Context: an optimization exercise on an open-source flow, tuned for a short achievable clock period and few clock cycles. The choices shown serve that exercise and are no tape-out recipe.
The RTL was checked by simulation tests, not by an equivalence proof against the original design.
Power is estimated from default activity; no workload was simulated.

## design/flow/run.sh

```bash
#!/bin/bash
# synth_recipe.tcl (not shown) runs the flow's synth.tcl, then flattens the netlist and writes it again
# the make line also repeats each setting of config.mk as NAME=value (left out here)
make -C /OpenROAD-flow-scripts/flow DESIGN_CONFIG=/design/flow/config.mk WORK_HOME=/design/flow/orfs CLKGATE_MAP_FILE= SYNTH_SCRIPT=/design/flow/synth_recipe.tcl finish
```

## design/flow/config.mk

```make
export PLATFORM = sky130hd
export DESIGN_NAME = SCPU
export DESIGN_NICKNAME = SCPU
export VERILOG_FILES = /design/flow/design.v
export SDC_FILE = /design/flow/constraint.sdc
export NUM_CORES = 4
export LEC_CHECK = 0
export CAP_MARGIN = 20
export CORE_MARGIN = 2
export CORE_UTILIZATION = 50
export SETUP_SLACK_MARGIN = 4.3
export SLEW_MARGIN = 20
export SYNTH_HIERARCHICAL = 1
export SYNTH_MINIMUM_KEEP_SIZE = 0
```

## design/flow/constraint.sdc

```tcl
create_clock -name core_clock -period 7.0 [get_ports {clk}]
set_input_delay 1.4000 -clock core_clock [delete_from_list [all_inputs] [get_ports {clk}]]
set_output_delay 1.4000 -clock core_clock [all_outputs]
set_load 0.01 [all_outputs]
```

## design/flow/design.v

```verilog
`timescale 1ns / 1ps
`timescale 1ns / 1ps
module SCPU(
	input wire clk,
	input wire rst,
	output wire inst_ren,
	output wire [31:0] inst_addr,
	input wire [31:0] inst_data,
	output wire mem_ren,
	output wire mem_wen,
	output wire [31:0] mem_addr,
	output wire [31:0] mem_dout,
	input wire [31:0] mem_din
	);
	reg [31:0] pc_o;        
	reg [31:0] pc_i;        
	reg        ren_r;
	reg [31:0] ras;
	reg        x_wen;
	reg [4:0]  x_rd;
	reg        x_load, x_store, x_sdl;
	reg        x_br, x_beq, x_bpred, x_jreg, x_link;
	reg [31:0] x_alt;       
	reg [31:0] x_pnpc;      
	reg [31:0] x_a, x_b, x_bv;
	reg [4:0]  x_sh;
	reg [8:0]  x_op;        
	reg        m_load;
	reg [30:0] m_we;        
	reg [4:0]  m_rd;
	reg        m_wen;
	reg [31:0] m_res;
	reg [31:0] maddr_r, mdout_r;
	reg        mwen_r, mren_r;
	reg [31:0] rf [1:31];
	assign inst_addr = pc_o;
	assign inst_ren  = ren_r;
	assign mem_addr  = maddr_r;
	assign mem_dout  = mdout_r;
	assign mem_wen   = mwen_r;
	assign mem_ren   = mren_r;
	wire [31:0] m_val = m_load ? mem_din : m_res;
	wire [31:0] sum;
	wire [32:0] diff;
	wire        mispredict;
	wire [31:0] fix_pc;
	scpu_add32 u_add(.a(x_a), .b(x_b), .s(sum));
	scpu_sub33 u_sub(.a(x_a), .b(x_b), .d(diff));
	scpu_resolve u_res(.a(x_a), .bv(x_bv), .pnpc(x_pnpc), .alt(x_alt),
		.br(x_br), .beq(x_beq), .bpred(x_bpred), .jreg(x_jreg),
		.mispredict(mispredict), .fix_pc(fix_pc));
	wire        lu_stall, f_link, f_writes, f_lw, f_sw, f_br, f_beq, f_bpred, f_jreg;
	wire        f_useimm, fa, fb, sdl, f_j, f_jr, f_lui;
	wire [4:0]  f_dst;
	wire [8:0]  f_op;
	scpu_dec u_dec(.ins(inst_data), .x_wen(x_wen), .x_load(x_load), .x_rd(x_rd),
		.lu_stall(lu_stall), .link(f_link), .writes(f_writes), .dst(f_dst),
		.lw(f_lw), .sw(f_sw), .br(f_br), .beq(f_beq), .bpred(f_bpred), .jreg(f_jreg),
		.useimm(f_useimm), .op(f_op), .fa(fa), .fb(fb), .sdl(sdl),
		.j(f_j), .jr(f_jr), .lui(f_lui));
	wire f_go = ~mispredict & ~lu_stall;    
	wire [15:0] blo;
	wire        bco;
	scpu_add16 u_badd(.a(pc_i[17:2]), .b(inst_data[15:0]), .s(blo), .co(bco));
	wire [31:0] pc4, pnpc, immv, e_o, e_i, e_alt;
	wire [13:0] bx1, bx0;
	wire        t_o, t_i, t_alt;
	scpu_npc u_npc(.ins(inst_data), .pc(pc_i), .pc_hold(pc_o), .ras(ras), .rst(rst),
		.mispredict(mispredict), .fix_pc(fix_pc), .lu_stall(lu_stall),
		.j(f_j), .jr(f_jr), .bpred(f_bpred), .link(f_link), .lui(f_lui),
		.pc4(pc4), .pnpc(pnpc), .immv(immv), .x1(bx1), .x0(bx0),
		.e_o(e_o), .t_o(t_o), .e_i(e_i), .t_i(t_i), .e_alt(e_alt), .t_alt(t_alt));
	wire [31:0] npc_o, npc_i, alt;
	scpu_pclate u_lo(.e(e_o), .t(t_o), .c(bco), .x1(bx1), .x0(bx0), .lo(blo), .pc10(pc_i[1:0]), .o(npc_o));
	scpu_pclate u_li(.e(e_i), .t(t_i), .c(bco), .x1(bx1), .x0(bx0), .lo(blo), .pc10(pc_i[1:0]), .o(npc_i));
	scpu_pclate u_la(.e(e_alt), .t(t_alt), .c(bco), .x1(bx1), .x0(bx0), .lo(blo), .pc10(pc_i[1:0]), .o(alt));
	wire [32*31-1:0] rf_flat;
	genvar g;
	generate
		for (g = 1; g < 32; g = g + 1) begin : rf_out
			assign rf_flat[32*(g-1) +: 32] = rf[g];
		end
	endgenerate
	wire [31:0] rf_a, rf_b;
	scpu_rfread u_rd(.rs(inst_data[25:21]), .rt(inst_data[20:16]), .rf(rf_flat),
		.m_wen(m_wen), .m_rd(m_rd), .m_val(m_val), .rf_a(rf_a), .rf_b(rf_b));
	wire [31:0] e_res, e_a, e_b, e_bv;
	wire [3:0]  ss, sd, sl;
	scpu_xearly u_xe(.a(x_a), .b(x_b), .op(x_op), .sh(x_sh),
		.fa(fa), .fb(fb), .rf_a(rf_a), .rf_b(rf_b), .useimm(f_useimm), .immv(immv),
		.e_res(e_res), .e_a(e_a), .e_b(e_b), .e_bv(e_bv), .ss(ss), .sd(sd), .sl(sl));
	wire [31:0] alu, op_a, op_b, op_bv;
	scpu_xlate u_xr(.e(e_res), .ss(ss[0]), .sd(sd[0]), .sl(sl[0]), .sum(sum), .diff(diff), .o(alu));
	scpu_xlate u_xa(.e(e_a),   .ss(ss[1]), .sd(sd[1]), .sl(sl[1]), .sum(sum), .diff(diff), .o(op_a));
	scpu_xlate u_xb(.e(e_b),   .ss(ss[2]), .sd(sd[2]), .sl(sl[2]), .sum(sum), .diff(diff), .o(op_b));
	scpu_xlate u_xv(.e(e_bv),  .ss(ss[3]), .sd(sd[3]), .sl(sl[3]), .sum(sum), .diff(diff), .o(op_bv));
	always @(posedge clk) begin
		pc_o <= npc_o;
		pc_i <= npc_i;
	end
	always @(posedge clk) begin
		if (rst) begin
			ren_r <= 1'b0;
			x_wen <= 1'b0;
			x_load <= 1'b0;
			x_store <= 1'b0;
			x_br <= 1'b0;
			x_jreg <= 1'b0;
			x_link <= 1'b0;
		end else begin
			ren_r <= 1'b1;
			x_wen <= f_go & f_writes;
			x_load <= f_go & f_lw;
			x_store <= f_go & f_sw;
			x_br <= f_go & f_br;
			x_jreg <= f_go & f_jreg;
			x_link <= f_go & f_link;
		end
	end
	always @(posedge clk) begin
		if (x_link) ras <= x_b;    
		x_rd <= f_dst;
		x_sdl <= sdl;
		x_beq <= f_beq;
		x_bpred <= f_bpred;
		x_alt <= alt;
		x_pnpc <= pnpc;
		x_a <= op_a;
		x_b <= op_b;
		x_bv <= op_bv;
		x_sh <= inst_data[10:6];
		x_op <= f_op;
	end
	integer i;
	always @(posedge clk) begin
		if (rst) begin
			m_load <= 1'b0;
			m_we <= 31'd0;
			m_wen <= 1'b0;
			mwen_r <= 1'b0;
			mren_r <= 1'b0;
		end else begin
			m_load <= x_load & x_wen;    
			m_wen <= x_wen;
			for (i = 1; i < 32; i = i + 1)
				m_we[i-1] <= x_wen & (x_rd == i);
			mwen_r <= x_store;
			mren_r <= x_load;
		end
	end
	always @(posedge clk) begin
		m_rd <= x_rd;
		m_res <= alu;
		maddr_r <= sum;
		mdout_r <= x_sdl ? mem_din : x_bv;
	end
	always @(posedge clk) begin
		for (i = 1; i < 32; i = i + 1)
			if (rst) rf[i] <= 32'd0;
			else if (m_we[i-1]) rf[i] <= m_val;
	end
endmodule
module scpu_pg32(
	input wire [31:0] a,
	input wire [31:0] b,
	output wire [31:0] g,
	output wire [31:0] p
	);
	assign g = a & b;
	assign p = a ^ b;
endmodule
module scpu_pg32n(
	input wire [31:0] a,
	input wire [31:0] b,
	output wire [31:0] g,
	output wire [31:0] p
	);
	assign g = a & ~b;
	assign p = ~(a ^ b);
endmodule
module scpu_add32(
	input wire [31:0] a,
	input wire [31:0] b,
	output wire [31:0] s
	);
	wire [31:0] g, p, G;
	scpu_pg32 u_pg(.a(a), .b(b), .g(g), .p(p));
	ks32_prefix u_px(.g(g), .p(p), .G(G));
	scpu_xor32 u_x(.a(p), .b({G[30:0], 1'b0}), .o(s));
endmodule
module scpu_sub33(
	input wire [31:0] a,
	input wire [31:0] b,
	output wire [32:0] d
	);
	wire [31:0] g, p, G;
	scpu_pg32n u_pg(.a(a), .b(b), .g(g), .p(p));
	ks32_prefix u_px(.g({g[31:1], g[0] | p[0]}), .p(p), .G(G));
	scpu_xor32 u_x(.a(p), .b({G[30:0], 1'b1}), .o(d[31:0]));
	assign d[32] = ~G[31];
endmodule
module scpu_xor32(
	input wire [31:0] a,
	input wire [31:0] b,
	output wire [31:0] o
	);
	assign o = a ^ b;
endmodule
module scpu_xearly(
	input wire [31:0] a,
	input wire [31:0] b,
	input wire [8:0] op,
	input wire [4:0] sh,
	input wire fa, fb,
	input wire [31:0] rf_a,
	input wire [31:0] rf_b,
	input wire useimm,
	input wire [31:0] immv,
	output wire [31:0] e_res,
	output wire [31:0] e_a,
	output wire [31:0] e_b,
	output wire [31:0] e_bv,
	output wire [3:0] ss,
	output wire [3:0] sd,
	output wire [3:0] sl
	);
	wire [31:0] shr = b >> sh;
	assign e_res =
		({32{op[2]}} & (a & b)) |
		({32{op[3]}} & (a | b)) |
		({32{op[4]}} & (a ^ b)) |
		({32{op[5]}} & ~(a | b)) |
		({32{op[7]}} & shr) |
		({32{op[8]}} & b);
	assign e_a  = fa ? e_res : rf_a;
	assign e_bv = fb ? e_res : rf_b;
	assign e_b  = useimm ? immv : e_bv;
	wire [3:0] to = {fb, ~useimm & fb, fa, 1'b1};
	assign ss = to & {4{op[0]}};
	assign sd = to & {4{op[1]}};
	assign sl = to & {4{op[6]}};
endmodule
module scpu_xlate(
	input wire [31:0] e,
	input wire ss, sd, sl,
	input wire [31:0] sum,
	input wire [32:0] diff,
	output wire [31:0] o
	);
	assign o = e | ({32{ss}} & sum) | ({32{sd}} & diff[31:0]) | {31'b0, sl & diff[32]};
endmodule
module scpu_resolve(
	input wire [31:0] a,
	input wire [31:0] bv,
	input wire [31:0] pnpc,
	input wire [31:0] alt,
	input wire br, beq, bpred, jreg,
	output wire mispredict,
	output wire [31:0] fix_pc
	);
	wire eq = (a == bv);
	wire taken = beq ? eq : ~eq;
	assign mispredict = (br & (taken ^ bpred)) | (jreg & (a != pnpc));
	assign fix_pc = jreg ? a : alt;
endmodule
module scpu_dec(
	input wire [31:0] ins,
	input wire x_wen, x_load,
	input wire [4:0] x_rd,
	output wire lu_stall, link, writes,
	output wire [4:0] dst,
	output wire lw, sw, br, beq, bpred, jreg, useimm,
	output wire [8:0] op,
	output wire fa, fb, sdl,
	output wire j, jr, lui
	);
	wire [5:0] opc = ins[31:26];
	wire [5:0] fn = ins[5:0];
	wire [4:0] rs = ins[25:21];
	wire [4:0] rt = ins[20:16];
	wire [4:0] rd = ins[15:11];
	wire rtype  = (opc == 6'h00);
	wire f_j    = (opc == 6'h02);
	wire f_jal  = (opc == 6'h03);
	wire f_beq  = (opc == 6'h04);
	wire f_bne  = (opc == 6'h05);
	wire f_jr   = rtype & (fn == 6'h08);
	wire f_jalr = rtype & (fn == 6'h09);
	wire f_add  = rtype & (fn == 6'h20);
	wire f_sub  = rtype & (fn == 6'h22);
	wire f_and  = rtype & (fn == 6'h24);
	wire f_or   = rtype & (fn == 6'h25);
	wire f_nor  = rtype & (fn == 6'h27);
	wire f_xor  = rtype & (fn == 6'h16);
	wire f_slt  = rtype & (fn == 6'h2A);
	wire f_srl  = rtype & (fn == 6'h02);
	wire f_addi = (opc == 6'h08) | (opc == 6'h09);
	wire f_slti = (opc == 6'h0A);
	wire f_andi = (opc == 6'h0C);
	wire f_ori  = (opc == 6'h0D);
	wire f_xori = (opc == 6'h0E);
	wire f_lui  = (opc == 6'h0F);
	wire f_lw   = (opc == 6'h23);
	wire f_sw   = (opc == 6'h2B);
	wire f_ralu = f_add | f_sub | f_and | f_or | f_nor | f_xor | f_slt | f_srl;
	wire f_ialu = f_addi | f_slti | f_andi | f_ori | f_xori | f_lui;
	assign link = f_jal | f_jalr;
	assign dst = link ? 5'd31 : f_ralu ? rd : rt;
	assign writes = (f_ralu | f_ialu | f_lw | link) & (dst != 5'd0);
	assign useimm = f_ialu | f_lw | f_sw | link;
	assign br = (f_beq | f_bne) & (ins[15:0] != 16'd0);
	assign bpred = br & ((rs == rt) ? f_beq : (f_bne | ins[15]));
	assign beq = f_beq;
	assign lw = f_lw;
	assign sw = f_sw;
	assign jreg = f_jr | f_jalr;
	assign j = f_j | f_jal;
	assign jr = f_jr;
	assign lui = f_lui;
	assign op = {f_lui | link, f_srl, f_slt | f_slti, f_nor, f_xor | f_xori,
	             f_or | f_ori, f_and | f_andi, f_sub, f_add | f_addi | f_lw | f_sw};
	wire use_rs = (f_ralu & ~f_srl) | f_jr | f_jalr | (f_ialu & ~f_lui) | f_lw | f_sw | f_beq | f_bne;
	wire use_rt = f_ralu | f_beq | f_bne;    
	assign lu_stall = x_load & x_wen & (((x_rd == rs) & use_rs) | ((x_rd == rt) & use_rt));
	assign fa = x_wen & ~x_load & (x_rd == rs);
	assign fb = x_wen & ~x_load & (x_rd == rt);
	assign sdl = x_load & x_wen & (x_rd == rt);
endmodule
module scpu_add16(
	input wire [15:0] a,
	input wire [15:0] b,
	output wire [15:0] s,
	output wire co
	);
	wire [15:0] g = a & b;
	wire [15:0] p = a ^ b;
	wire [15:0] G;
	ks16_prefix u_px(.g({g[15:1], g[0] | p[0]}), .p(p), .G(G));
	assign s = p ^ {G[14:0], 1'b1};
	assign co = G[15];
endmodule
module scpu_npc(
	input wire [31:0] ins,
	input wire [31:0] pc,
	input wire [31:0] pc_hold,    
	input wire [31:0] ras,
	input wire rst,
	input wire mispredict,
	input wire [31:0] fix_pc,
	input wire lu_stall,
	input wire j, jr, bpred, link, lui,
	output wire [31:0] pc4,
	output wire [31:0] pnpc,
	output wire [31:0] immv,
	output wire [13:0] x1,
	output wire [13:0] x0,
	output wire [31:0] e_o,
	output wire t_o,
	output wire [31:0] e_i,
	output wire t_i,
	output wire [31:0] e_alt,
	output wire t_alt
	);
	wire [13:0] h = pc[31:18];
	wire s = ins[15];
	assign x1 = s ? h : h + 14'd1;
	assign x0 = s ? h - 14'd1 : h;
	assign pc4 = pc + 32'd4;
	wire [31:0] jtarget = {pc4[31:28], ins[25:0], 2'b00};
	wire [31:0] pred_nb = j ? jtarget : jr ? ras : bpred ? 32'd0 : pc4;
	wire take_b = ~j & ~jr & bpred;
	wire [31:0] other = rst ? 32'd0 : fix_pc;
	wire redirect = rst | mispredict;
	assign e_i = redirect ? other : lu_stall ? pc_hold : pred_nb;
	assign t_i = ~redirect & ~lu_stall & take_b;
	assign e_o = redirect ? other : lu_stall ? pc : pred_nb;
	assign t_o = ~redirect & ~lu_stall & take_b;
	assign e_alt = bpred ? pc4 : 32'd0;
	assign t_alt = ~bpred;
	assign pnpc = jr ? ras : pc4;
	assign immv = lui ? {ins[15:0], 16'd0} : link ? pc4 : {{16{ins[15]}}, ins[15:0]};
endmodule
module scpu_pclate(
	input wire [31:0] e,
	input wire t, c,
	input wire [13:0] x1,
	input wire [13:0] x0,
	input wire [15:0] lo,
	input wire [1:0] pc10,
	output wire [31:0] o
	);
	assign o = e | ({32{t}} & {c ? x1 : x0, lo, pc10});
endmodule
module scpu_rfread(
	input wire [4:0] rs,
	input wire [4:0] rt,
	input wire [32*31-1:0] rf,
	input wire m_wen,
	input wire [4:0] m_rd,
	input wire [31:0] m_val,
	output wire [31:0] rf_a,
	output wire [31:0] rf_b
	);
	wire [32*32-1:0] regs = {rf, 32'd0};
	wire [31:0] ra = regs[32*rs +: 32];
	wire [31:0] rb = regs[32*rt +: 32];
	assign rf_a = (rs != 5'd0 && m_wen && m_rd == rs) ? m_val : ra;
	assign rf_b = (rt != 5'd0 && m_wen && m_rd == rt) ? m_val : rb;
endmodule
module ks32_l1(
	input wire [31:0] g,
	input wire [31:0] p,
	output wire [31:1] go,
	output wire [31:1] po
	);
	assign go = g[31:1] | (p[31:1] & g[30:0]);
	assign po = p[31:1] & p[30:0];
endmodule
module ks32_l2(
	input wire [31:0] g,
	input wire [31:0] p,
	output wire [31:2] go,
	output wire [31:2] po
	);
	assign go = g[31:2] | (p[31:2] & g[29:0]);
	assign po = p[31:2] & p[29:0];
endmodule
module ks32_l4(
	input wire [31:0] g,
	input wire [31:0] p,
	output wire [31:4] go,
	output wire [31:4] po
	);
	assign go = g[31:4] | (p[31:4] & g[27:0]);
	assign po = p[31:4] & p[27:0];
endmodule
module ks32_l8(
	input wire [31:0] g,
	input wire [31:0] p,
	output wire [31:8] go,
	output wire [31:8] po
	);
	assign go = g[31:8] | (p[31:8] & g[23:0]);
	assign po = p[31:8] & p[23:0];
endmodule
module ks32_l16(
	input wire [31:0] g,
	input wire [31:0] p,
	output wire [31:16] go,
	output wire [31:16] po
	);
	assign go = g[31:16] | (p[31:16] & g[15:0]);
	assign po = p[31:16] & p[15:0];
endmodule
module ks32_prefix(
	input wire [31:0] g,
	input wire [31:0] p,
	output wire [31:0] G
	);
	wire [31:0] g1, p1;
	ks32_l1 u1(.g(g), .p(p), .go(g1[31:1]), .po(p1[31:1]));
	assign g1[0:0] = g[0:0];
	assign p1[0:0] = p[0:0];
	wire [31:0] g2, p2;
	ks32_l2 u2(.g(g1), .p(p1), .go(g2[31:2]), .po(p2[31:2]));
	assign g2[1:0] = g1[1:0];
	assign p2[1:0] = p1[1:0];
	wire [31:0] g3, p3;
	ks32_l4 u3(.g(g2), .p(p2), .go(g3[31:4]), .po(p3[31:4]));
	assign g3[3:0] = g2[3:0];
	assign p3[3:0] = p2[3:0];
	wire [31:0] g4, p4;
	ks32_l8 u4(.g(g3), .p(p3), .go(g4[31:8]), .po(p4[31:8]));
	assign g4[7:0] = g3[7:0];
	assign p4[7:0] = p3[7:0];
	wire [31:0] g5, p5;
	ks32_l16 u5(.g(g4), .p(p4), .go(g5[31:16]), .po(p5[31:16]));
	assign g5[15:0] = g4[15:0];
	assign p5[15:0] = p4[15:0];
	assign G = g5;
endmodule
module ks16_l1(
	input wire [15:0] g,
	input wire [15:0] p,
	output wire [15:1] go,
	output wire [15:1] po
	);
	assign go = g[15:1] | (p[15:1] & g[14:0]);
	assign po = p[15:1] & p[14:0];
endmodule
module ks16_l2(
	input wire [15:0] g,
	input wire [15:0] p,
	output wire [15:2] go,
	output wire [15:2] po
	);
	assign go = g[15:2] | (p[15:2] & g[13:0]);
	assign po = p[15:2] & p[13:0];
endmodule
module ks16_l4(
	input wire [15:0] g,
	input wire [15:0] p,
	output wire [15:4] go,
	output wire [15:4] po
	);
	assign go = g[15:4] | (p[15:4] & g[11:0]);
	assign po = p[15:4] & p[11:0];
endmodule
module ks16_l8(
	input wire [15:0] g,
	input wire [15:0] p,
	output wire [15:8] go,
	output wire [15:8] po
	);
	assign go = g[15:8] | (p[15:8] & g[7:0]);
	assign po = p[15:8] & p[7:0];
endmodule
module ks16_prefix(
	input wire [15:0] g,
	input wire [15:0] p,
	output wire [15:0] G
	);
	wire [15:0] g1, p1;
	ks16_l1 u1(.g(g), .p(p), .go(g1[15:1]), .po(p1[15:1]));
	assign g1[0:0] = g[0:0];
	assign p1[0:0] = p[0:0];
	wire [15:0] g2, p2;
	ks16_l2 u2(.g(g1), .p(p1), .go(g2[15:2]), .po(p2[15:2]));
	assign g2[1:0] = g1[1:0];
	assign p2[1:0] = p1[1:0];
	wire [15:0] g3, p3;
	ks16_l4 u3(.g(g2), .p(p2), .go(g3[15:4]), .po(p3[15:4]));
	assign g3[3:0] = g2[3:0];
	assign p3[3:0] = p2[3:0];
	wire [15:0] g4, p4;
	ks16_l8 u4(.g(g3), .p(p3), .go(g4[15:8]), .po(p4[15:8]));
	assign g4[7:0] = g3[7:0];
	assign p4[7:0] = p3[7:0];
	assign G = g4;
endmodule
```

==> results of run 1 <==
==> power by group through the flow <==
stage	sequential (mW)	clock, mW	combinational (mW)
CTS	8.52	8.69	4.15
global route	8.53	9.00	4.77
detailed placement	8.70	0	3.50
floorplan	8.63	0	2.10
finish	8.54	8.65	4.73
global placement	8.70	0	3.48
==> timing repair <==
item,CTS,global route
pin swaps,168,200
endpoints found under the setup margin,1013,647
hold buffers,0,0
gates cloned,104,28
resized for setup,1556,472
setup buffers,258,127
==> final timing paths <==
path | startpoint | to | slack, ns
min reg2reg | x_store$_SDFF_PP0_ | mwen_r$_SDFF_PP0_ | 0.45
max reg2reg | x_a[18]$_DFF_P_ | pc_i[26]$_DFF_P_ | 3.66
min | x_store$_SDFF_PP0_ | mwen_r$_SDFF_PP0_ | 0.45
max | x_a[18]$_DFF_P_ | pc_i[26]$_DFF_P_ | 3.66
==> layer usage <==
metal / vias to the layer above / GRT usage (%) / part of all wire (%)
met4: 18 / 32.6 / 9.3
li1: 31800 / - / -
met3: 1637 / 11.5 / 12
met1: 37700 / 51.8 / 36
met2: 5474 / 63.9 / 43
met5: - / 0 / 0.035
==> cell type report <==
| class | instances | share of cell area (%) |
|---|---|---|
| multi-input combinational | 5897 | 52.3 |
| sequential | 1413 | 27.7 |
| timing repair buffer | 880 | 11.4 |
| clock buffer | 239 | 4.49 |
| tap | 2204 | 2.64 |
| inverter | 254 | 0.945 |
| clock inverter | 52 | 0.600 |
| antenna | 10 | 0.0239 |
==> per-stage QoR <==
step	utilization, %	instances	hold slack [ns]	instance area, sq um	power, mW
finish	62.7	10900	0.445	105000	21.9
CTS	60.2	10800	0.458	100000	21.4
detailed placement	51.7	10100	0.451	86200	12.2
global placement	51.7	10100	0.446	86200	12.2
floorplan	-	8392	0.383	85000	10.7
global route	62.7	10900	0.469	105000	22.3
==> worst register-to-register path, stage by stage, from the launching register on <==
cell,delay [ns]
dfxtp_1,0.37
buf_12,0.22
xor2_1,0.12
nor4_1,0.28
nand4_1,0.25
o21ai_4,0.29
o311ai_4,0.17
buf_12,0.18
or4_4,0.55
nor3_4,0.24
buf_12,0.17
buf_12,0.12
clkbuf_16,0.16
a21o_1,0.15
==> results.toml, run 1 <==
[status]
status = "complete, no violations"

[power_and_ir_drop]
p_per_area_nw_per_um2 = 210
seqPwrFrac_pct = 39.0
p_clk_share_pct = 39.5
vdd_drop_max_v = 0.000244
power.leakage_nw = 40.8
comb_power_share_pct = 21.6
switching_share_pct = 31.5
p_int_mw = 15.0
net-switching-power_mw = 6.91

[route]
ant_nets = 0
num_vias = 76600
drc = 0
first_pass_iters = 9
drt_iter0_drc = 10900
routedWlPerCell_um = 34.9
routed_wl_mm = 382
vias_per_cell = 7.00

[setup_path]
cp_top_family = "simple AND/OR/NAND/NOR gates"
crit_chain = "buf_12 > xor2_1 > nor4_1 > nand4_1 > o21ai_4 > o311ai_4 > buf_12 > or4_4 > nor3_4 > buf_12 > buf_12 > clkbuf_16 > a21o_1"
path_buf_inv = 5
crit_type = "reg -> reg"
crit_cells = 13
cp_slowest_cell = "or4_4"
critPathCaptureType = "flip-flop"
required_ns = 7.76
start_kind = "flip-flop"
crit_top_cell = "buf_12"
slowest_delay_ns = 0.55
rr_worst_depth = 13
cp.arrival_ns = 4.09
critPathMaxFanout = 9

[synth]
synth_warnings = 8
syn_area_sq_um = 83900
synth_cells = 8392
synth.avg_cell_area_sq_um = 10.0

[timing]
finalHoldViolations = 0
fmax_mhz = 300
fin_setup_tns_ns = 0
setup_slack_ns = 3.66
rsz0062_at_grt = "true"
setup_viol = 0
slew_violations = 0
worst_pin_slew_ns = 1.20
fin_crit_ns = 3.34
period_share_pct = 47.7
timing.clock.skew_ns = 0.0820
maxSlewHeadroom_pct = 20.0

[global_route]
grt_max_degree = 141
overflow = 0
gr-usage-all-layers_pct = 42.5
grt_pass1_wl_mm = 526
antenna_found_initial = 27
grt_pass1_vias = 71600

[final_layout]
nets = 8821
layout_commonest_cell = "dfxtp_1"
fill_cells = 13300
top_register = "rf"
syn2layout_area_growth_pct = 24.6
final_cell_mix = "1,259 x dfxtp_1, 1,143 x nor2_1, 537 x a211oi_2, 482 x a211oi_1, 401 x a21o_1"
largest_reg_flops = 992
ff_latch_area_sq_um = 28900
multiInputGateArea_sq_um = 54600
final_layout_size_suffix_gt1_share_pct = 36.5

[clocking]
clk_latency_ns = 0.83
clockBufferDepth = 3
numCtsBuffers = 162
cts_sinks = 1413
root_buffer = "clkbuf_16"
tritoncts = "done"
htree_num_levels = 4
cts.clk_slew.worst_paths_ns = 0.07

[floorplanning]
row_count = 150
die_h_um = 414
dieWidth_um = 414
io_pins = 165
coreArea_sq_um = 167000
die_area_sq_um = 171000
initial_utilization_pct = 50.3

[placement]
place.gp.congestion = 1.04
portBuffers = 164
place_hpwl_mm = 215
post-place-ws_ns = 1.54

[min_path]
hold_depth = 1
hold_class = "reg -> reg"

[flow_run]
maxCapViolCount = 0
Testbench counts, summed over its fixed seeds: cycles 47,301.
==> inputs of run 2 (changes only) <==
--- a/design/flow/design.v
+++ b/design/flow/design.v
@@ -63,12 +63,21 @@
 	wire        bco;
 	scpu_add16 u_badd(.a(pc_i[17:2]), .b(inst_data[15:0]), .s(blo), .co(bco));
-	wire [31:0] pc4, pnpc, immv, e_o, e_i, e_alt;
+	wire [31:0] pc4, jtarget, pnpc, immv, e_o, e_i, e_alt;
 	wire [13:0] bx1, bx0;
-	wire        t_o, t_i, t_alt;
-	scpu_npc u_npc(.ins(inst_data), .pc(pc_i), .pc_hold(pc_o), .ras(ras), .rst(rst),
-		.mispredict(mispredict), .fix_pc(fix_pc), .lu_stall(lu_stall),
-		.j(f_j), .jr(f_jr), .bpred(f_bpred), .link(f_link), .lui(f_lui),
-		.pc4(pc4), .pnpc(pnpc), .immv(immv), .x1(bx1), .x0(bx0),
-		.e_o(e_o), .t_o(t_o), .e_i(e_i), .t_i(t_i), .e_alt(e_alt), .t_alt(t_alt));
+	scpu_npc u_npc(.ins(inst_data), .pc(pc_i), .ras(ras),
+		.jr(f_jr), .bpred(f_bpred), .link(f_link), .lui(f_lui),
+		.pc4(pc4), .jtarget(jtarget), .pnpc(pnpc), .immv(immv), .x1(bx1), .x0(bx0),
+		.e_alt(e_alt));
+	wire t_alt = ~f_bpred;
+	wire so_fix, so_hold, so_j, so_ras, so_pc4, t_o;
+	wire si_fix, si_hold, si_j, si_ras, si_pc4, t_i;
+	scpu_pcctl u_pco(.rst(rst), .mispredict(mispredict), .lu_stall(lu_stall), .j(f_j), .jr(f_jr), .bpred(f_bpred),
+		.s_fix(so_fix), .s_hold(so_hold), .s_j(so_j), .s_ras(so_ras), .s_pc4(so_pc4), .t(t_o));
+	scpu_pcctl u_pci(.rst(rst), .mispredict(mispredict), .lu_stall(lu_stall), .j(f_j), .jr(f_jr), .bpred(f_bpred),
+		.s_fix(si_fix), .s_hold(si_hold), .s_j(si_j), .s_ras(si_ras), .s_pc4(si_pc4), .t(t_i));
+	scpu_npcsel u_eo(.s_fix(so_fix), .s_hold(so_hold), .s_j(so_j), .s_ras(so_ras), .s_pc4(so_pc4),
+		.fix(fix_pc), .hold(pc_i), .jt(jtarget), .ras(ras), .pc4(pc4), .e(e_o));
+	scpu_npcsel u_ei(.s_fix(si_fix), .s_hold(si_hold), .s_j(si_j), .s_ras(si_ras), .s_pc4(si_pc4),
+		.fix(fix_pc), .hold(pc_o), .jt(jtarget), .ras(ras), .pc4(pc4), .e(e_i));
 	wire [31:0] npc_o, npc_i, alt;
 	scpu_pclate u_lo(.e(e_o), .t(t_o), .c(bco), .x1(bx1), .x0(bx0), .lo(blo), .pc10(pc_i[1:0]), .o(npc_o));
@@ -82,12 +91,17 @@
 		end
 	endgenerate
-	wire [31:0] rf_a, rf_b;
-	scpu_rfread u_rd(.rs(inst_data[25:21]), .rt(inst_data[20:16]), .rf(rf_flat),
-		.m_wen(m_wen), .m_rd(m_rd), .m_val(m_val), .rf_a(rf_a), .rf_b(rf_b));
-	wire [31:0] e_res, e_a, e_b, e_bv;
+	wire [31:0] ra, rb;
+	scpu_rfread u_rd(.rs(inst_data[25:21]), .rt(inst_data[20:16]), .rf(rf_flat), .ra(ra), .rb(rb));
+	wire [31:0] e_res;
 	wire [3:0]  ss, sd, sl;
-	scpu_xearly u_xe(.a(x_a), .b(x_b), .op(x_op), .sh(x_sh),
-		.fa(fa), .fb(fb), .rf_a(rf_a), .rf_b(rf_b), .useimm(f_useimm), .immv(immv),
-		.e_res(e_res), .e_a(e_a), .e_b(e_b), .e_bv(e_bv), .ss(ss), .sd(sd), .sl(sl));
+	scpu_xearly u_xe(.a(x_a), .b(x_b), .op(x_op), .sh(x_sh), .fa(fa), .fb(fb), .useimm(f_useimm),
+		.e_res(e_res), .ss(ss), .sd(sd), .sl(sl));
+	wire [3:0] sa, sv;
+	wire [4:0] sb;
+	scpu_opctl u_oc(.rs(inst_data[25:21]), .rt(inst_data[20:16]), .m_wen(m_wen), .m_rd(m_rd),
+		.m_load(m_load), .fa(fa), .fb(fb), .useimm(f_useimm), .sa(sa), .sb(sb), .sv(sv));
+	wire [31:0] e_a, e_b, e_bv;
+	scpu_opsel u_os(.sa(sa), .sb(sb), .sv(sv), .e_res(e_res), .mem_din(mem_din), .m_res(m_res),
+		.ra(ra), .rb(rb), .immv(immv), .e_a(e_a), .e_b(e_b), .e_bv(e_bv));
 	wire [31:0] alu, op_a, op_b, op_bv;
 	scpu_xlate u_xr(.e(e_res), .ss(ss[0]), .sd(sd[0]), .sl(sl[0]), .sum(sum), .diff(diff), .o(alu));
@@ -212,13 +226,6 @@
 	input wire [8:0] op,
 	input wire [4:0] sh,
-	input wire fa, fb,
-	input wire [31:0] rf_a,
-	input wire [31:0] rf_b,
-	input wire useimm,
-	input wire [31:0] immv,
+	input wire fa, fb, useimm,
 	output wire [31:0] e_res,
-	output wire [31:0] e_a,
-	output wire [31:0] e_b,
-	output wire [31:0] e_bv,
 	output wire [3:0] ss,
 	output wire [3:0] sd,
@@ -233,7 +240,4 @@
 		({32{op[7]}} & shr) |
 		({32{op[8]}} & b);
-	assign e_a  = fa ? e_res : rf_a;
-	assign e_bv = fb ? e_res : rf_b;
-	assign e_b  = useimm ? immv : e_bv;
 	wire [3:0] to = {fb, ~useimm & fb, fa, 1'b1};
 	assign ss = to & {4{op[0]}};
@@ -241,4 +245,40 @@
 	assign sl = to & {4{op[6]}};
 endmodule
+module scpu_opctl(
+	input wire [4:0] rs,
+	input wire [4:0] rt,
+	input wire m_wen,
+	input wire [4:0] m_rd,
+	input wire m_load,
+	input wire fa, fb, useimm,
+	output wire [3:0] sa,
+	output wire [4:0] sb,
+	output wire [3:0] sv
+	);
+	wire bpa = m_wen & (m_rd == rs);
+	wire bpb = m_wen & (m_rd == rt);
+	assign sa = {fa, ~fa & bpa & m_load, ~fa & bpa & ~m_load, ~fa & ~bpa};
+	assign sv = {fb, ~fb & bpb & m_load, ~fb & bpb & ~m_load, ~fb & ~bpb};
+	assign sb = {useimm, sv & {4{~useimm}}};
+endmodule
+module scpu_opsel(
+	input wire [3:0] sa,
+	input wire [4:0] sb,
+	input wire [3:0] sv,
+	input wire [31:0] e_res,
+	input wire [31:0] mem_din,
+	input wire [31:0] m_res,
+	input wire [31:0] ra,
+	input wire [31:0] rb,
+	input wire [31:0] immv,
+	output wire [31:0] e_a,
+	output wire [31:0] e_b,
+	output wire [31:0] e_bv
+	);
+	assign e_a  = ({32{sa[3]}} & e_res) | ({32{sa[2]}} & mem_din) | ({32{sa[1]}} & m_res) | ({32{sa[0]}} & ra);
+	assign e_bv = ({32{sv[3]}} & e_res) | ({32{sv[2]}} & mem_din) | ({32{sv[1]}} & m_res) | ({32{sv[0]}} & rb);
+	assign e_b  = ({32{sb[3]}} & e_res) | ({32{sb[2]}} & mem_din) | ({32{sb[1]}} & m_res) | ({32{sb[0]}} & rb) |
+	              ({32{sb[4]}} & immv);
+endmodule
 module scpu_xlate(
 	input wire [31:0] e,
@@ -343,22 +383,13 @@
 	input wire [31:0] ins,
 	input wire [31:0] pc,
-	input wire [31:0] pc_hold,    
 	input wire [31:0] ras,
-	input wire rst,
-	input wire mispredict,
-	input wire [31:0] fix_pc,
-	input wire lu_stall,
-	input wire j, jr, bpred, link, lui,
+	input wire jr, bpred, link, lui,
 	output wire [31:0] pc4,
+	output wire [31:0] jtarget,
 	output wire [31:0] pnpc,
 	output wire [31:0] immv,
 	output wire [13:0] x1,
 	output wire [13:0] x0,
-	output wire [31:0] e_o,
-	output wire t_o,
-	output wire [31:0] e_i,
-	output wire t_i,
-	output wire [31:0] e_alt,
-	output wire t_alt
+	output wire [31:0] e_alt
 	);
 	wire [13:0] h = pc[31:18];
@@ -367,18 +398,33 @@
 	assign x0 = s ? h - 14'd1 : h;
 	assign pc4 = pc + 32'd4;
-	wire [31:0] jtarget = {pc4[31:28], ins[25:0], 2'b00};
-	wire [31:0] pred_nb = j ? jtarget : jr ? ras : bpred ? 32'd0 : pc4;
-	wire take_b = ~j & ~jr & bpred;
-	wire [31:0] other = rst ? 32'd0 : fix_pc;
-	wire redirect = rst | mispredict;
-	assign e_i = redirect ? other : lu_stall ? pc_hold : pred_nb;
-	assign t_i = ~redirect & ~lu_stall & take_b;
-	assign e_o = redirect ? other : lu_stall ? pc : pred_nb;
-	assign t_o = ~redirect & ~lu_stall & take_b;
+	assign jtarget = {pc4[31:28], ins[25:0], 2'b00};
 	assign e_alt = bpred ? pc4 : 32'd0;
-	assign t_alt = ~bpred;
 	assign pnpc = jr ? ras : pc4;
 	assign immv = lui ? {ins[15:0], 16'd0} : link ? pc4 : {{16{ins[15]}}, ins[15:0]};
 endmodule
+module scpu_pcctl(
+	input wire rst, mispredict, lu_stall, j, jr, bpred,
+	output wire s_fix, s_hold, s_j, s_ras, s_pc4, t
+	);
+	wire go = ~rst & ~mispredict & ~lu_stall;
+	assign s_fix  = ~rst & mispredict;
+	assign s_hold = ~rst & ~mispredict & lu_stall;
+	assign s_j    = go & j;
+	assign s_ras  = go & ~j & jr;
+	assign t      = go & ~j & ~jr & bpred;
+	assign s_pc4  = go & ~j & ~jr & ~bpred;
+endmodule
+module scpu_npcsel(
+	input wire s_fix, s_hold, s_j, s_ras, s_pc4,
+	input wire [31:0] fix,
+	input wire [31:0] hold,
+	input wire [31:0] jt,
+	input wire [31:0] ras,
+	input wire [31:0] pc4,
+	output wire [31:0] e
+	);
+	assign e = ({32{s_fix}} & fix) | ({32{s_hold}} & hold) | ({32{s_j}} & jt) |
+	           ({32{s_ras}} & ras) | ({32{s_pc4}} & pc4);
+endmodule
 module scpu_pclate(
 	input wire [31:0] e,
@@ -396,15 +442,10 @@
 	input wire [4:0] rt,
 	input wire [32*31-1:0] rf,
-	input wire m_wen,
-	input wire [4:0] m_rd,
-	input wire [31:0] m_val,
-	output wire [31:0] rf_a,
-	output wire [31:0] rf_b
+	output wire [31:0] ra,
+	output wire [31:0] rb
 	);
 	wire [32*32-1:0] regs = {rf, 32'd0};
-	wire [31:0] ra = regs[32*rs +: 32];
-	wire [31:0] rb = regs[32*rt +: 32];
-	assign rf_a = (rs != 5'd0 && m_wen && m_rd == rs) ? m_val : ra;
-	assign rf_b = (rt != 5'd0 && m_wen && m_rd == rt) ? m_val : rb;
+	assign ra = regs[32*rs +: 32];
+	assign rb = regs[32*rt +: 32];
 endmodule
 module ks32_l1(
==> results.toml, run 2 <==
[clocking]
cts_hold_buf = 0
cts_sinks = 1413
clockBufferDepth = 3
tritoncts = "done"
numCtsBuffers = 159
root_buffer = "clkbuf_16"
htree_num_levels = 4
cts.clk_slew.worst_paths_ns = 0.06
clk_latency_ns = 0.84

[global_route]
grt_max_degree = 186
overflow = 0
grt_pass1_vias = 70300
gr-usage-all-layers_pct = 45.2
grt_pass1_wl_mm = 530
antenna_found_initial = 14

[setup_path]
worstReg2RegStart = "x_a[7]$_DFF_P_"
cp_top_family = "compound AO/OA/AOI/OAI gates"
slowest_delay_ns = 0.42
cp.arrival_ns = 4.01
crit_chain = "buf_6 > buf_12 > and3b_2 > o221ai_2 > a221o_2 > a21o_1 > a21oi_4 > or4_4 > buf_6 > nor2_4 > buf_12 > a222oi_1 > nand2_1 > a21o_1"
cp_slowest_cell = "a221o_2"
critPathCaptureType = "flip-flop"
path_buf_inv = 4
crit_type = "in -> reg"
startpoint = "inst_data[5]"
critPathMaxFanout = 8
start_kind = "input port"
required_ns = 7.69

[synth]
syn_area_sq_um = 79900
synth.avg_cell_area_sq_um = 9.99
synth_cells = 8000
synth_warnings = 8

[timing]
fin_setup_tns_ns = 0
worst_pin_slew_ns = 1.29
setup_slack_ns = 3.68
finalHoldViolations = 0
maxSlewHeadroom_pct = 14.1
fmax_mhz = 301
slew_violations = 0
fin_crit_ns = 3.32
period_share_pct = 47.4
rsz0062_at_grt = "true"
holdWs_ns = 0.475
setup_viol = 0
timing.clock.skew_ns = 0.0631

[power_and_ir_drop]
p_int_mw = 14.4
power.leakage_nw = 39.0
comb_power_share_pct = 13.7
vdd_drop_max_v = 0.000256
p_clk_share_pct = 44.6
switching_share_pct = 27.8
net-switching-power_mw = 5.57
seqPwrFrac_pct = 41.7
p_per_area_nw_per_um2 = 201
power_mw = 20.0

[final_layout]
layout_commonest_cell = "dfxtp_1"
top_register = "rf"
final_cell_mix = "1,244 x dfxtp_1, 1,067 x nor2_1, 1,020 x a211oi_1, 502 x mux4_2, 381 x a21o_1"
fin_cells = 10300
final_layout_size_suffix_gt1_share_pct = 29.8
nets = 8349
largest_reg_flops = 992
syn2layout_area_growth_pct = 24.8

[placement]
dpl.cell_count = 9559
place.gp.congestion = 1.01
portBuffers = 164
post-place-ws_ns = 1.52
place_hpwl_mm = 215

[floorplanning]
coreArea_sq_um = 159000
initial_utilization_pct = 50.4
die_area_sq_um = 163000
dieWidth_um = 404
row_count = 146
die_h_um = 404
io_pins = 165

[route]
vias_per_cell = 7.17
routed_wl_mm = 384
ant_nets = 0
first_pass_iters = 14
num_vias = 74200
drc = 0
routedWlPerCell_um = 37.1
drt_iter0_drc = 11400

[min_path]
hold_class = "reg -> reg"
hp-start = "m_we[26]$_SDFF_PP0_"

[status]
status = "complete, no violations"

[flow_run]
maxCapViolCount = 0
## run 2: worst paths after layout
| path | end | slack, ns | cells past startpoint |
|---|---|---|---|
| worst min-delay path | rf[27][24]$_SDFFE_PP0P_ | 0.48 | 1 |
| worst min register to register | rf[27][24]$_SDFFE_PP0P_ | 0.48 | 1 |
| worst max register to register | pc_o[21]$_DFF_P_ | 3.69 | 13 |
| worst max-delay path | pc_o[31]$_DFF_P_ | 3.68 | 14 |
## run 2: worst reg2reg max path: stages, from the launching register on
cell and delay, ns:
dfxtp_4 0.47, xor2_1 0.56, nor4_1 0.09, nand4_1 0.11, buf_6 0.17, buf_4 0.14, o311ai_4 0.13, or4_4 0.64
nor3_4 0.30, buf_6 0.15, buf_12 0.14, a222oi_1 0.10, nand2_1 0.13, a21o_1 0.09
## run 2: repair_timing
action	4_1_cts	5_1_grt
resized for setup	1422	268
setup buffers	244	96
setup endpoints to repair	1024	566
cloned	120	18
pin swaps	252	177
## run 2: per-stage QoR
| stage | area (sq um) | util [%] |
|---|---|---|
| detailed placement | 82600 | 52.1 |
| global placement | 82500 | 52.0 |
| finish | 99700 | 62.9 |
| CTS | 96900 | 61.1 |
| floorplan | 81100 | - |
| global route | 99700 | 62.9 |
## run 2: layout make-up
class                   instances  area [sq um]
fillers                     12900         58900
multi-input cells            5609         50600
flip-flops and latches       1413         29000
repair buffers                816         11300
clock buffers                 230          4650
well taps                    2072          2590
clock inverters                60           878
inverters                     132           567
repair inverters                5          56.3
diodes                          8          20.0
## run 2: layer usage
layer | up-vias | part of all wire (%) | track usage, %
met5 | - | 0.0091 | 0
met4 | 6 | 9.7 | 36.9
met2 | 5420 | 43 | 67.4
met1 | 36300 | 35 | 54.7
li1 | 30800 | - | -
met3 | 1694 | 12 | 12.2
## run 2: power by group through the flow
stage	registers [mW]	logic (mW)	clock network (mW)
CTS	8.34	2.47	8.93
global placement	8.52	1.93	0
floorplan	8.45	1.24	0
finish	8.35	2.73	8.92
global route	8.34	2.77	9.26
detailed placement	8.52	1.93	0
Testbench counts of run 2, summed over its fixed seeds: cycles 47,301.
==> inputs of run 3 (changes only) <==
--- a/design/flow/design.v
+++ b/design/flow/design.v
@@ -17,5 +17,7 @@
 	reg        ren_r;
 	reg [31:0] ras;
-	reg        x_wen;
+	reg        x_wen;       
+	reg        x_fwd;       
+	reg        x_ldw;       
 	reg [4:0]  x_rd;
 	reg        x_load, x_store, x_sdl;
@@ -23,7 +25,8 @@
 	reg [31:0] x_alt;       
 	reg [31:0] x_pnpc;      
+	reg [31:0] x_lnk;       
 	reg [31:0] x_a, x_b, x_bv;
 	reg [4:0]  x_sh;
-	reg [8:0]  x_op;        
+	reg [9:0]  x_op;        
 	reg        m_load;
 	reg [30:0] m_we;        
@@ -41,5 +44,5 @@
 	assign mem_ren   = mren_r;
 	wire [31:0] m_val = m_load ? mem_din : m_res;
-	wire [31:0] sum;
+	wire [31:0] sum, shr;
 	wire [32:0] diff;
 	wire        mispredict;
@@ -47,4 +50,5 @@
 	scpu_add32 u_add(.a(x_a), .b(x_b), .s(sum));
 	scpu_sub33 u_sub(.a(x_a), .b(x_b), .d(diff));
+	scpu_srl32 u_srl(.a(x_b), .sh(x_sh), .o(shr));
 	scpu_resolve u_res(.a(x_a), .bv(x_bv), .pnpc(x_pnpc), .alt(x_alt),
 		.br(x_br), .beq(x_beq), .bpred(x_bpred), .jreg(x_jreg),
@@ -53,6 +57,6 @@
 	wire        f_useimm, fa, fb, sdl, f_j, f_jr, f_lui;
 	wire [4:0]  f_dst;
-	wire [8:0]  f_op;
-	scpu_dec u_dec(.ins(inst_data), .x_wen(x_wen), .x_load(x_load), .x_rd(x_rd),
+	wire [9:0]  f_op;
+	scpu_dec u_dec(.ins(inst_data), .x_fwd(x_fwd), .x_ldw(x_ldw), .x_rd(x_rd),
 		.lu_stall(lu_stall), .link(f_link), .writes(f_writes), .dst(f_dst),
 		.lw(f_lw), .sw(f_sw), .br(f_br), .beq(f_beq), .bpred(f_bpred), .jreg(f_jreg),
@@ -63,25 +67,28 @@
 	wire        bco;
 	scpu_add16 u_badd(.a(pc_i[17:2]), .b(inst_data[15:0]), .s(blo), .co(bco));
-	wire [31:0] pc4, jtarget, pnpc, immv, e_o, e_i, e_alt;
+	wire [31:0] pc4, jtarget, pnpc, immv, e_alt;
 	wire [13:0] bx1, bx0;
-	scpu_npc u_npc(.ins(inst_data), .pc(pc_i), .ras(ras),
-		.jr(f_jr), .bpred(f_bpred), .link(f_link), .lui(f_lui),
+	scpu_npc u_npc(.ins(inst_data), .pc(pc_i), .ras(ras), .jr(f_jr), .bpred(f_bpred), .lui(f_lui),
 		.pc4(pc4), .jtarget(jtarget), .pnpc(pnpc), .immv(immv), .x1(bx1), .x0(bx0),
 		.e_alt(e_alt));
 	wire t_alt = ~f_bpred;
-	wire so_fix, so_hold, so_j, so_ras, so_pc4, t_o;
-	wire si_fix, si_hold, si_j, si_ras, si_pc4, t_i;
-	scpu_pcctl u_pco(.rst(rst), .mispredict(mispredict), .lu_stall(lu_stall), .j(f_j), .jr(f_jr), .bpred(f_bpred),
-		.s_fix(so_fix), .s_hold(so_hold), .s_j(so_j), .s_ras(so_ras), .s_pc4(so_pc4), .t(t_o));
-	scpu_pcctl u_pci(.rst(rst), .mispredict(mispredict), .lu_stall(lu_stall), .j(f_j), .jr(f_jr), .bpred(f_bpred),
-		.s_fix(si_fix), .s_hold(si_hold), .s_j(si_j), .s_ras(si_ras), .s_pc4(si_pc4), .t(t_i));
-	scpu_npcsel u_eo(.s_fix(so_fix), .s_hold(so_hold), .s_j(so_j), .s_ras(so_ras), .s_pc4(so_pc4),
-		.fix(fix_pc), .hold(pc_i), .jt(jtarget), .ras(ras), .pc4(pc4), .e(e_o));
-	scpu_npcsel u_ei(.s_fix(si_fix), .s_hold(si_hold), .s_j(si_j), .s_ras(si_ras), .s_pc4(si_pc4),
-		.fix(fix_pc), .hold(pc_o), .jt(jtarget), .ras(ras), .pc4(pc4), .e(e_i));
-	wire [31:0] npc_o, npc_i, alt;
-	scpu_pclate u_lo(.e(e_o), .t(t_o), .c(bco), .x1(bx1), .x0(bx0), .lo(blo), .pc10(pc_i[1:0]), .o(npc_o));
-	scpu_pclate u_li(.e(e_i), .t(t_i), .c(bco), .x1(bx1), .x0(bx0), .lo(blo), .pc10(pc_i[1:0]), .o(npc_i));
+	wire so_hold, so_j, so_ras, so_pc4, t_o;
+	wire si_hold, si_j, si_ras, si_pc4, t_i;
+	scpu_pcctl u_pco(.lu_stall(lu_stall), .j(f_j), .jr(f_jr), .bpred(f_bpred),
+		.s_hold(so_hold), .s_j(so_j), .s_ras(so_ras), .s_pc4(so_pc4), .t(t_o));
+	scpu_pcctl u_pci(.lu_stall(lu_stall), .j(f_j), .jr(f_jr), .bpred(f_bpred),
+		.s_hold(si_hold), .s_j(si_j), .s_ras(si_ras), .s_pc4(si_pc4), .t(t_i));
+	wire [31:0] e_o, e_i;
+	scpu_npcsel u_eo(.s_hold(so_hold), .s_j(so_j), .s_ras(so_ras), .s_pc4(so_pc4),
+		.hold(pc_i), .jt(jtarget), .ras(ras), .pc4(pc4), .e(e_o));
+	scpu_npcsel u_ei(.s_hold(si_hold), .s_j(si_j), .s_ras(si_ras), .s_pc4(si_pc4),
+		.hold(pc_o), .jt(jtarget), .ras(ras), .pc4(pc4), .e(e_i));
+	wire [31:0] pred_o, pred_i, alt;
+	scpu_pclate u_lo(.e(e_o), .t(t_o), .c(bco), .x1(bx1), .x0(bx0), .lo(blo), .pc10(pc_i[1:0]), .o(pred_o));
+	scpu_pclate u_li(.e(e_i), .t(t_i), .c(bco), .x1(bx1), .x0(bx0), .lo(blo), .pc10(pc_i[1:0]), .o(pred_i));
 	scpu_pclate u_la(.e(e_alt), .t(t_alt), .c(bco), .x1(bx1), .x0(bx0), .lo(blo), .pc10(pc_i[1:0]), .o(alt));
+	wire [31:0] npc_o, npc_i;
+	scpu_pcfin u_fo(.rst(rst), .mispredict(mispredict), .fix(fix_pc), .pred(pred_o), .o(npc_o));
+	scpu_pcfin u_fi(.rst(rst), .mispredict(mispredict), .fix(fix_pc), .pred(pred_i), .o(npc_i));
 	wire [32*31-1:0] rf_flat;
 	genvar g;
@@ -94,7 +101,7 @@
 	scpu_rfread u_rd(.rs(inst_data[25:21]), .rt(inst_data[20:16]), .rf(rf_flat), .ra(ra), .rb(rb));
 	wire [31:0] e_res;
-	wire [3:0]  ss, sd, sl;
-	scpu_xearly u_xe(.a(x_a), .b(x_b), .op(x_op), .sh(x_sh), .fa(fa), .fb(fb), .useimm(f_useimm),
-		.e_res(e_res), .ss(ss), .sd(sd), .sl(sl));
+	wire [3:0]  ss, sd, sl, sh;
+	scpu_xearly u_xe(.a(x_a), .b(x_b), .lnk(x_lnk), .op(x_op), .fa(fa), .fb(fb), .useimm(f_useimm),
+		.e_res(e_res), .ss(ss), .sd(sd), .sl(sl), .sh(sh));
 	wire [3:0] sa, sv;
 	wire [4:0] sb;
@@ -105,8 +112,8 @@
 		.ra(ra), .rb(rb), .immv(immv), .e_a(e_a), .e_b(e_b), .e_bv(e_bv));
 	wire [31:0] alu, op_a, op_b, op_bv;
-	scpu_xlate u_xr(.e(e_res), .ss(ss[0]), .sd(sd[0]), .sl(sl[0]), .sum(sum), .diff(diff), .o(alu));
-	scpu_xlate u_xa(.e(e_a),   .ss(ss[1]), .sd(sd[1]), .sl(sl[1]), .sum(sum), .diff(diff), .o(op_a));
-	scpu_xlate u_xb(.e(e_b),   .ss(ss[2]), .sd(sd[2]), .sl(sl[2]), .sum(sum), .diff(diff), .o(op_b));
-	scpu_xlate u_xv(.e(e_bv),  .ss(ss[3]), .sd(sd[3]), .sl(sl[3]), .sum(sum), .diff(diff), .o(op_bv));
+	scpu_xlate u_xr(.e(e_res), .ss(ss[0]), .sd(sd[0]), .sl(sl[0]), .sh(sh[0]), .sum(sum), .diff(diff), .shr(shr), .o(alu));
+	scpu_xlate u_xa(.e(e_a),   .ss(ss[1]), .sd(sd[1]), .sl(sl[1]), .sh(sh[1]), .sum(sum), .diff(diff), .shr(shr), .o(op_a));
+	scpu_xlate u_xb(.e(e_b),   .ss(ss[2]), .sd(sd[2]), .sl(sl[2]), .sh(sh[2]), .sum(sum), .diff(diff), .shr(shr), .o(op_b));
+	scpu_xlate u_xv(.e(e_bv),  .ss(ss[3]), .sd(sd[3]), .sl(sl[3]), .sh(sh[3]), .sum(sum), .diff(diff), .shr(shr), .o(op_bv));
 	always @(posedge clk) begin
 		pc_o <= npc_o;
@@ -117,4 +124,6 @@
 			ren_r <= 1'b0;
 			x_wen <= 1'b0;
+			x_fwd <= 1'b0;
+			x_ldw <= 1'b0;
 			x_load <= 1'b0;
 			x_store <= 1'b0;
@@ -125,4 +134,6 @@
 			ren_r <= 1'b1;
 			x_wen <= f_go & f_writes;
+			x_fwd <= f_go & f_writes & ~f_lw;
+			x_ldw <= f_go & f_writes & f_lw;
 			x_load <= f_go & f_lw;
 			x_store <= f_go & f_sw;
@@ -133,5 +144,5 @@
 	end
 	always @(posedge clk) begin
-		if (x_link) ras <= x_b;    
+		if (x_link) ras <= x_lnk;
 		x_rd <= f_dst;
 		x_sdl <= sdl;
@@ -140,4 +151,5 @@
 		x_alt <= alt;
 		x_pnpc <= pnpc;
+		x_lnk <= pc4;
 		x_a <= op_a;
 		x_b <= op_b;
@@ -155,5 +167,5 @@
 			mren_r <= 1'b0;
 		end else begin
-			m_load <= x_load & x_wen;    
+			m_load <= x_ldw;    
 			m_wen <= x_wen;
 			for (i = 1; i < 32; i = i + 1)
@@ -221,16 +233,23 @@
 	assign o = a ^ b;
 endmodule
+module scpu_srl32(
+	input wire [31:0] a,
+	input wire [4:0] sh,
+	output wire [31:0] o
+	);
+	assign o = a >> sh;
+endmodule
 module scpu_xearly(
 	input wire [31:0] a,
 	input wire [31:0] b,
-	input wire [8:0] op,
-	input wire [4:0] sh,
+	input wire [31:0] lnk,
+	input wire [9:0] op,
 	input wire fa, fb, useimm,
 	output wire [31:0] e_res,
 	output wire [3:0] ss,
 	output wire [3:0] sd,
-	output wire [3:0] sl
+	output wire [3:0] sl,
+	output wire [3:0] sh
 	);
-	wire [31:0] shr = b >> sh;
 	assign e_res =
 		({32{op[2]}} & (a & b)) |
@@ -238,10 +257,11 @@
 		({32{op[4]}} & (a ^ b)) |
 		({32{op[5]}} & ~(a | b)) |
-		({32{op[7]}} & shr) |
-		({32{op[8]}} & b);
+		({32{op[8]}} & b) |
+		({32{op[9]}} & lnk);
 	wire [3:0] to = {fb, ~useimm & fb, fa, 1'b1};
 	assign ss = to & {4{op[0]}};
 	assign sd = to & {4{op[1]}};
 	assign sl = to & {4{op[6]}};
+	assign sh = to & {4{op[7]}};
 endmodule
 module scpu_opctl(
@@ -283,10 +303,12 @@
 module scpu_xlate(
 	input wire [31:0] e,
-	input wire ss, sd, sl,
+	input wire ss, sd, sl, sh,
 	input wire [31:0] sum,
 	input wire [32:0] diff,
+	input wire [31:0] shr,
 	output wire [31:0] o
 	);
-	assign o = e | ({32{ss}} & sum) | ({32{sd}} & diff[31:0]) | {31'b0, sl & diff[32]};
+	assign o = e | ({32{ss}} & sum) | ({32{sd}} & diff[31:0]) | ({32{sh}} & shr) |
+	           {31'b0, sl & diff[32]};
 endmodule
 module scpu_resolve(
@@ -306,10 +328,10 @@
 module scpu_dec(
 	input wire [31:0] ins,
-	input wire x_wen, x_load,
+	input wire x_fwd, x_ldw,
 	input wire [4:0] x_rd,
 	output wire lu_stall, link, writes,
 	output wire [4:0] dst,
 	output wire lw, sw, br, beq, bpred, jreg, useimm,
-	output wire [8:0] op,
+	output wire [9:0] op,
 	output wire fa, fb, sdl,
 	output wire j, jr, lui
@@ -348,7 +370,7 @@
 	assign dst = link ? 5'd31 : f_ralu ? rd : rt;
 	assign writes = (f_ralu | f_ialu | f_lw | link) & (dst != 5'd0);
-	assign useimm = f_ialu | f_lw | f_sw | link;
+	assign useimm = ~rtype;
 	assign br = (f_beq | f_bne) & (ins[15:0] != 16'd0);
-	assign bpred = br & ((rs == rt) ? f_beq : (f_bne | ins[15]));
+	assign bpred = (f_beq | f_bne) & ((rs == rt) ? f_beq : (f_bne | ins[15]));
 	assign beq = f_beq;
 	assign lw = f_lw;
@@ -358,12 +380,10 @@
 	assign jr = f_jr;
 	assign lui = f_lui;
-	assign op = {f_lui | link, f_srl, f_slt | f_slti, f_nor, f_xor | f_xori,
+	assign op = {link, f_lui, f_srl, f_slt | f_slti, f_nor, f_xor | f_xori,
 	             f_or | f_ori, f_and | f_andi, f_sub, f_add | f_addi | f_lw | f_sw};
-	wire use_rs = (f_ralu & ~f_srl) | f_jr | f_jalr | (f_ialu & ~f_lui) | f_lw | f_sw | f_beq | f_bne;
-	wire use_rt = f_ralu | f_beq | f_bne;    
-	assign lu_stall = x_load & x_wen & (((x_rd == rs) & use_rs) | ((x_rd == rt) & use_rt));
-	assign fa = x_wen & ~x_load & (x_rd == rs);
-	assign fb = x_wen & ~x_load & (x_rd == rt);
-	assign sdl = x_load & x_wen & (x_rd == rt);
+	assign lu_stall = x_ldw & ((x_rd == rs) | ((x_rd == rt) & ~f_sw));
+	assign fa = x_fwd & (x_rd == rs);
+	assign fb = x_fwd & (x_rd == rt);
+	assign sdl = x_ldw & (x_rd == rt);
 endmodule
 module scpu_add16(
@@ -384,5 +404,5 @@
 	input wire [31:0] pc,
 	input wire [31:0] ras,
-	input wire jr, bpred, link, lui,
+	input wire jr, bpred, lui,
 	output wire [31:0] pc4,
 	output wire [31:0] jtarget,
@@ -401,21 +421,18 @@
 	assign e_alt = bpred ? pc4 : 32'd0;
 	assign pnpc = jr ? ras : pc4;
-	assign immv = lui ? {ins[15:0], 16'd0} : link ? pc4 : {{16{ins[15]}}, ins[15:0]};
+	assign immv = lui ? {ins[15:0], 16'd0} : {{16{ins[15]}}, ins[15:0]};
 endmodule
 module scpu_pcctl(
-	input wire rst, mispredict, lu_stall, j, jr, bpred,
-	output wire s_fix, s_hold, s_j, s_ras, s_pc4, t
+	input wire lu_stall, j, jr, bpred,
+	output wire s_hold, s_j, s_ras, s_pc4, t
 	);
-	wire go = ~rst & ~mispredict & ~lu_stall;
-	assign s_fix  = ~rst & mispredict;
-	assign s_hold = ~rst & ~mispredict & lu_stall;
-	assign s_j    = go & j;
-	assign s_ras  = go & ~j & jr;
-	assign t      = go & ~j & ~jr & bpred;
-	assign s_pc4  = go & ~j & ~jr & ~bpred;
+	assign s_hold = lu_stall;
+	assign s_j    = ~lu_stall & j;
+	assign s_ras  = ~lu_stall & ~j & jr;
+	assign t      = ~lu_stall & ~j & ~jr & bpred;
+	assign s_pc4  = ~lu_stall & ~j & ~jr & ~bpred;
 endmodule
 module scpu_npcsel(
-	input wire s_fix, s_hold, s_j, s_ras, s_pc4,
-	input wire [31:0] fix,
+	input wire s_hold, s_j, s_ras, s_pc4,
 	input wire [31:0] hold,
 	input wire [31:0] jt,
@@ -424,6 +441,5 @@
 	output wire [31:0] e
 	);
-	assign e = ({32{s_fix}} & fix) | ({32{s_hold}} & hold) | ({32{s_j}} & jt) |
-	           ({32{s_ras}} & ras) | ({32{s_pc4}} & pc4);
+	assign e = ({32{s_hold}} & hold) | ({32{s_j}} & jt) | ({32{s_ras}} & ras) | ({32{s_pc4}} & pc4);
 endmodule
 module scpu_pclate(
@@ -438,4 +454,14 @@
 	assign o = e | ({32{t}} & {c ? x1 : x0, lo, pc10});
 endmodule
+module scpu_pcfin(
+	input wire rst, mispredict,
+	input wire [31:0] fix,
+	input wire [31:0] pred,
+	output wire [31:0] o
+	);
+	wire s_fix = ~rst & mispredict;
+	wire s_pred = ~rst & ~mispredict;
+	assign o = ({32{s_fix}} & fix) | ({32{s_pred}} & pred);
+endmodule
 module scpu_rfread(
 	input wire [4:0] rs,
==> results.toml, run 3 <==
[status]
status = "complete, no violations"

[final_layout]
nets = 8695
fill_cells = 13300
layout_commonest_cell = "dfxtp_1"
largest_reg_flops = 992
syn2layout_area_growth_pct = 23.4
final_layout_size_suffix_gt1_share_pct = 28.2
final_cell_mix = "1,277 x dfxtp_1, 1,130 x nor2_1, 1,012 x a211oi_1, 486 x mux4_2, 470 x nand2_1"
top_register = "rf"

[route]
drc = 0
drt_iter0_drc = 12100
routed_wl_mm = 385
ant_nets = 0
num_vias = 75900
wl_met2_mm = 163
route.met3.wl_mm = 47.4
first_pass_iters = 10
highest_layer = "met5"
wl_met1_mm = 140
vias_per_cell = 7.03
routedWlPerCell_um = 35.7

[setup_path]
start_kind = "input port"
required_ns = 7.73
critPathMaxFanout = 6
startpoint = "inst_data[16]"
r2r-end = "pc_o[7]$_DFF_P_"
worstReg2RegStart = "x_bv[5]$_DFF_P_"
crit_type = "in -> reg"
cp.arrival_ns = 3.86
critPathCaptureType = "flip-flop"
rr_worst_depth = 9
rrSetupSlack_ns = 3.92

[clocking]
tritoncts = "done"
clk_latency_ns = 0.86
cts.clk_slew.worst_paths_ns = 0.07
cts_hold_buf = 0
htree_num_levels = 4
clockBufferDepth = 3
root_buffer = "clkbuf_16"
numCtsBuffers = 164
cts_sinks = 1448

[timing]
worst_pin_slew_ns = 1.44
fin_setup_tns_ns = 0
period_share_pct = 44.7
fmax_mhz = 319
timing.clock.skew_ns = 0.0554
maxSlewHeadroom_pct = 3.53
finalHoldViolations = 0
setup_viol = 0
fin_crit_ns = 3.13
slew_violations = 0
setup_slack_ns = 3.87
rsz0062_at_grt = "true"

[flow_run]
maxCapViolCount = 0

[floorplanning]
row_count = 148
die_h_um = 408
io_pins = 165
coreArea_sq_um = 162000
initial_utilization_pct = 50.3
dieWidth_um = 408
die_area_sq_um = 167000

[placement]
place.gp.congestion = 1.02
place_hpwl_mm = 214
post-place-ws_ns = 1.78
portBuffers = 164

[global_route]
antenna_found_initial = 20
grt_pass1_wl_mm = 535
grt_pass1_vias = 71000
overflow = 0
gr-usage-all-layers_pct = 44.2
grt_max_degree = 214

[min_path]
hold_class = "reg -> reg"
hold_end = "ras[22]$_DFFE_PP_"
hold_depth = 0
hp-start = "x_lnk[22]$_DFF_P_"

[power_and_ir_drop]
power.leakage_nw = 39.4
p_per_area_nw_per_um2 = 199
vdd_drop_max_v = 0.000273

[synth]
synth_warnings = 8
syn_area_sq_um = 81600
synth.avg_cell_area_sq_um = 9.70
synth_cells = 8418
-- run 3: cell type report --
class	instances	area, sq um	area share, %
inverters	131	558	0.554
flip-flops and latches	1448	29700	29.5
well taps	2175	2720	2.70
repair inverters	3	56.3	0.0559
clock inverters	69	803	0.798
diodes	6	15.0	0.0149
clock buffers	229	4700	4.67
repair buffers	755	10800	10.7
multi-input cells	5979	51400	51.0
-- run 3: routing by layer --
| layer | global-route usage [%] | vias to the layer above |
|---|---|---|
| met4 | 33.0 | 18 |
| li1 | - | 31700 |
| met2 | 64.5 | 5599 |
| met1 | 55.6 | 37100 |
| met3 | 12.6 | 1531 |
| met5 | 0 | - |
-- run 3: where the power goes --
part | switching (mW) | total [mW] | internal, mW
registers | 0.171 | 8.55 | 8.37
clock network | 3.88 | 8.98 | 5.10
logic | 1.54 | 2.56 | 1.02
total | 5.59 | 20.1 | 14.5
-- run 3: through the flow --
step	cells	utilization, %	power (mW)	instance area, sq um	hold slack (ns)
finish	10800	62.0	20.1	101000	0.428
global route	10800	62.0	20.5	101000	0.425
floorplan	8419	-	9.86	82700	0.392
global placement	10000	51.7	10.6	84000	0.418
CTS	10700	60.2	19.8	97700	0.432
detailed placement	10000	51.9	10.6	84200	0.417
-- run 3: how the worst max path moves through the flow --
stage	slack (ns)	to	cells past startpoint
3_5_place_dp	1.78	pc_i[12]$_DFF_P_	12
3_3_place_gp	1.89	pc_i[11]$_DFF_P_	12
4_1_cts	3.98	pc_o[11]$_DFF_P_	16
5_1_grt	3.85	pc_o[26]$_DFF_P_	14
6_report	3.87	x_b[27]$_DFF_P_	12
2_1_floorplan	3.51	x_a[0]$_DFF_P_	10
-- run 3: what timing repair did --
item	4_1_cts	5_1_grt
pin swaps	200	156
gates cloned	127	13
setup buffers	192	105
resized for setup	1294	351
setup endpoints to repair	396	292
-- run 3: critical path, stage by stage --
cell      delay [ns]
buf_16          0.15
buf_12          0.13
buf_16          0.13
mux4_2          0.53
a22o_1          0.24
o21ai_2         0.18
o31ai_4         0.11
buf_6           0.16
a222oi_1        0.41
nand2_1         0.17
a21oi_2         0.13
nand2_1         0.06
Testbench counts of run 3, summed over its fixed seeds: cycles 47,365.

-- re-timing with driven ports --
The flow's constraints put no driver on any port. The routed layouts listed below were extracted and timed again, unchanged, in two steps. Step 1, drivers: a clkbuf_16 drives clk and a buf_2 each remaining input, both assumed. Step 2, shift: input delay + t, output delay - t, t = (earliest + latest rising clock arrival at the registers) / 2. This alone moves slack from input paths to output paths. Three values: ideal ports, drivers, drivers and shift; two values: the first two.
run	t (ns)	setup WS [ns]	latest minus earliest clock arrival (ns)	slew at the worst register clock pin (ns)	pins driven straight from the clock port
run 1	0.877	3.665 / 3.304 / 2.427	0.083 / 0.083	0.07 / 0.07	1
run 2	0.889	3.682 / 3.282 / 2.393	0.071 / 0.070	0.07 / 0.07	1
run 3	0.920	3.870 / 3.363 / 2.443	0.059 / 0.059	0.07 / 0.07	1
After both steps setup and hold are still met in every run listed. The setup slack of run 3, which loses most, moves by -0.507 ns with the drivers and by -1.427 ns with both steps.
